Context: an optimization exercise on an open-source flow, tuned for small area, a short achievable clock period and few clock cycles per item. The choices shown serve that exercise and are no tape-out recipe.
At most, simulation tests tie the RTL to the original design; equivalence was not proved.
Power and IR drop assume default switching activity.

// acc_cpu
module acc_cpu(
	input clk,
	input rst,
	output [7:0] imem_addr,
	input [15:0] imem_rdata,
	output dmem_req,
	output dmem_we,
	output [7:0] dmem_addr,
	output [7:0] dmem_wdata,
	input dmem_ack,
	input [7:0] dmem_rdata,
	input [7:0] in_data,
	input in_valid,
	output in_ready,
	output [7:0] out_data,
	output out_valid,
	input out_ready,
	output halted,
	output [7:0] acc,
	output flag_c,
	output flag_z,
	output flag_v
);
export LEC_CHECK = 0
export CAP_MARGIN = 20
export CORE_MARGIN = 2
export CORE_UTILIZATION = 40
export PLACE_DENSITY = 0.6
export SETUP_SLACK_MARGIN = 2.3
export SLEW_MARGIN = 20
create_clock -name core_clock -period 7.0 [get_ports {clk}]
standard.sh (not shown) runs the stock make flow with config.mk's settings and CLKGATE_MAP_FILE= SYNTH_SCRIPT=/design/flow/synth_recipe.tcl, a recipe that flattens the netlist after the stock synthesis.
==> flow/flow/run.sh <==
#!/bin/bash
# Standard layout, with plain buf_1 cells as the port buffers and power
# (size) recovery on non-critical gates after global routing.
bash standard.sh 'BUFFER_PORTS_ARGS=-buffer_cell sky130_fd_sc_hd__buf_1' RECOVER_POWER=100 > standard.log 2>&1
The starting point passed the timing, design-rule and antenna checks.
Testbench counts at the start, summed over its fixed seeds: cycles 162,768, programs 480.
Rerun with:
==> flow/flow/run.sh (replaced) <==
#!/bin/bash
# Standard layout, with plain buf_1 cells as the port buffers.
bash standard.sh 'BUFFER_PORTS_ARGS=-buffer_cell sky130_fd_sc_hd__buf_1' > standard.log 2>&1
--- a/flow/config.mk
+++ b/flow/config.mk
@@ -10,4 +10,4 @@
 export CORE_UTILIZATION = 40
 export PLACE_DENSITY = 0.6
-export SETUP_SLACK_MARGIN = 2.3
+export SETUP_SLACK_MARGIN = 2
 export SLEW_MARGIN = 20
- The changed run ran to the end with no violations
- utilization goes up by 0.51 points
- cell area increases by about 1.1%
- routed wire length rises by 2.4%
- register-to-register slack improves by 0.52 ns
- clock power grows by 17%
- final cell count went down by 0.57%
- power rose by about 4.3%
- die area stays the same
- first-iteration DRC count increases by about 12%
- maximum frequency climbs by about 14%
- setup slack improves by 0.71 ns


## juniper
acc_cpu again, from the RTL that the note above started with.
export LEC_CHECK = 0
export CAP_MARGIN = 20
export CORE_MARGIN = 2
export CORE_UTILIZATION = 40
export PLACE_DENSITY = 0.6
export SETUP_SLACK_MARGIN = 2.3
export SLEW_MARGIN = 20
create_clock -name core_clock -period 7.0 [get_ports {clk}]
==> flow/flow/run.sh <==
#!/bin/bash
# Standard layout, with plain buf_1 cells as the port buffers.
bash standard.sh 'BUFFER_PORTS_ARGS=-buffer_cell sky130_fd_sc_hd__buf_1' > standard.log 2>&1
Both conditions hold for juniper: the flow ran to the end and the final layout passed the timing, design-rule and antenna checks.
Testbench counts of juniper, summed over its fixed seeds: cycles 162,768, programs 480.
Changes in quartz relative to juniper:
# juniper
export LEC_CHECK = 0
export CAP_MARGIN = 20
export CORE_MARGIN = 2
export CORE_UTILIZATION = 40
export PLACE_DENSITY = 0.6
export SETUP_SLACK_MARGIN = 2.3
export SLEW_MARGIN = 20
create_clock -name core_clock -period 7.0 [get_ports {clk}]
# quartz
export LEC_CHECK = 0
export CAP_MARGIN = 20
export CORE_MARGIN = 2
export CORE_UTILIZATION = 40
export PLACE_DENSITY = 0.6
export SETUP_SLACK_MARGIN = 3
export SLEW_MARGIN = 20
create_clock -name core_clock -period 7.0 [get_ports {clk}]
--- outcome ---
quartz reports a higher overall power of the completed layout than juniper does. Post-layout instance count excluding filler cells up 7.3% in quartz wrt juniper. Chip width came out exactly the same in quartz and juniper. In the tables for quartz and juniper, final period utilization reads higher with quartz. juniper → quartz: via count normalized by instance count has remained practically unchanged; max-slew headroom at the worst pin rose 3.6 points. Taking juniper as the reference, in quartz wire length up 2400 µm, wire length per cell now larger, power density over the cells saw a decrease.
## Diff of input files: nickel against quartz
# quartz
export LEC_CHECK = 0
export CAP_MARGIN = 20
export CORE_MARGIN = 2
export CORE_UTILIZATION = 40
export PLACE_DENSITY = 0.6
export SETUP_SLACK_MARGIN = 3
export SLEW_MARGIN = 20
create_clock -name core_clock -period 7.0 [get_ports {clk}]
# nickel
export LEC_CHECK = 0
export CAP_MARGIN = 20
export CORE_MARGIN = 2
export CORE_UTILIZATION = 40
export PLACE_DENSITY = 0.6
export SETUP_SLACK_MARGIN = 2.5
export SLEW_MARGIN = 20
create_clock -name core_clock -period 7.0 [get_ports {clk}]
Findings:
nickel against quartz: signed area change from the synthesized netlist to the final layout fell by 18 points; aggregate global-route resource usage fell by 1.7 points. Cmp quartz and nickel / routed wire length / higher: quartz.
#### Input delta (indigo over nickel)
# nickel
export LEC_CHECK = 0
export CAP_MARGIN = 20
export CORE_MARGIN = 2
export CORE_UTILIZATION = 40
export PLACE_DENSITY = 0.6
export SETUP_SLACK_MARGIN = 2.5
export SLEW_MARGIN = 20
create_clock -name core_clock -period 7.0 [get_ports {clk}]
# indigo
export LEC_CHECK = 0
export CAP_MARGIN = 20
export CORE_MARGIN = 2
export CORE_UTILIZATION = 40
export PLACE_DENSITY = 0.6
export SETUP_SLACK_MARGIN = 2.1
export SLEW_MARGIN = 20
create_clock -name core_clock -period 7.0 [get_ports {clk}]
### Flow results
[compare] base=nickel new=indigo: clock network power higher, total of plain and repair buffers excluding clock buffers lower, post-route fraction of the period consumed by the critical path higher, count of instances resized after the clock tree is built lower.
Relative to nickel, minimum period implied by the final worst setup slack increased by 47 ps in indigo.


Another version of the RTL of acc_cpu (not shown whole).
Size in the first run: about 690 cells after synthesis, ~54 flip-flops, roughly 85 I/O pins, about 5300 um2 of cells after synthesis.
make LEC_CHECK=0 CAP_MARGIN=20 CORE_MARGIN=2 CORE_UTILIZATION=40 PLACE_DENSITY=0.6 SLEW_MARGIN=20 finish   # period 7.0 ns
run.sh (not shown) runs the stock make flow with config.mk's settings and CLKGATE_MAP_FILE= SYNTH_SCRIPT=/design/flow/synth_recipe.tcl, a recipe that flattens the netlist after the stock synthesis.
Stock flow here: none of the scripts above is used.
Change:
==> flow/flow/run.sh (new file) <==
#!/bin/bash
# Standard layout, with plain buf_1 cells as the port buffers.
bash standard.sh 'BUFFER_PORTS_ARGS=-buffer_cell sky130_fd_sc_hd__buf_1' > standard.log 2>&1
==> flow/standard.sh (new file) <==
#!/bin/bash
# synth_recipe.tcl (not shown) runs the flow's synth.tcl, then flattens the netlist and writes it again
# the make line also repeats each setting of config.mk as NAME=value (left out here)
make -C /OpenROAD-flow-scripts/flow DESIGN_CONFIG=/design/flow/config.mk WORK_HOME=/design/flow/orfs CLKGATE_MAP_FILE= SYNTH_SCRIPT=/design/flow/synth_recipe.tcl "${@:-finish}"
Settings changed: SETUP_SLACK_MARGIN set to 3.
removed: flow/run.sh
Effect:
- total power went up by 14%
- register-to-register slack gains 0.44 ns
- setup slack gains 1.6 ns
- critical path depth stays the same
- global-route usage went up by 2.2 points
- synthesized cell count is unchanged
- cell count went up by 8.5%
- final area went up by 17%
Function was not checked in any run of this note: the RTL went through the layout flow alone.


acc_cpu again, from the RTL that the note above started with.
clock: 7.0 ns
lec_check: 0
cap_margin: 20
core_margin: 2
core_utilization: 40
place_density: 0.6
setup_slack_margin: 2
slew_margin: 20
standard.sh (not shown) runs the stock make flow with config.mk's settings and CLKGATE_MAP_FILE= SYNTH_SCRIPT=/design/flow/synth_recipe.tcl, a recipe that flattens the netlist after the stock synthesis.
==> flow/flow/run.sh <==
#!/bin/bash
# Standard layout, with plain buf_1 cells as the port buffers.
bash standard.sh 'BUFFER_PORTS_ARGS=-buffer_cell sky130_fd_sc_hd__buf_1' > standard.log 2>&1
The starting point went through all stages and came out clean.
Rerun with:
SETUP_SLACK_MARGIN = not set   (was 2)
Effect: First-iteration DRC count came out lower by 9.5%. Combinational power came out lower by 5.6%. Worst setup slack got worse by 820 ps. Global-route usage came out lower by 0.11 points.
No functional check of the RTL was part of any run of this note.

==> afterwards: timing with drivers on the ports <==
The flow's constraints put no driver on any port. The routed layouts listed below were extracted and timed again, unchanged, in two steps. Step 1 assumes that a clkbuf_16 drives the clock port and a buf_2 every other input. Step 2 times the ports against the registers' clock, not the clock port: input delays grow and output delays shrink by t, the midpoint of the rising clock arrivals with the driver on. Slacks: ideal ports / drivers / drivers and shift; pairs: ideal ports / drivers.
| run | t, ns | slack for setup (ns) | cell pins on the clock port's net |
|---|---|---|---|
| the first run of note 1 | 0.334 | 1.306 / 1.269 / 1.269 | 1 |
| the second run of note 1 | 0.339 | 2.013 / 1.981 / 1.828 | 1 |
| juniper | 0.337 | 2.226 / 2.183 / 2.058 | 1 |
| quartz | 0.338 | 2.172 / 2.124 / 2.124 | 1 |
| nickel | 0.339 | 2.204 / 2.174 / 2.057 | 1 |
| indigo | 0.339 | 2.157 / 2.137 / 1.999 | 1 |
| the first run of note 3 | 0.336 | 0.826 / 0.798 / 0.798 | 1 |
| the second run of note 3 | 0.353 | 2.388 / 2.321 / 2.082 | 1 |
| the first run of note 4 | 0.343 | 2.096 / 2.063 / 1.866 | 1 |
| the second run of note 4 | 0.347 | 1.277 / 1.233 / 1.233 | 1 |
After both steps every run listed still meets setup and hold. For the second run of note 3, which loses most, drivers alone change the setup slack by -0.067 ns; drivers and shift together by -0.306 ns.
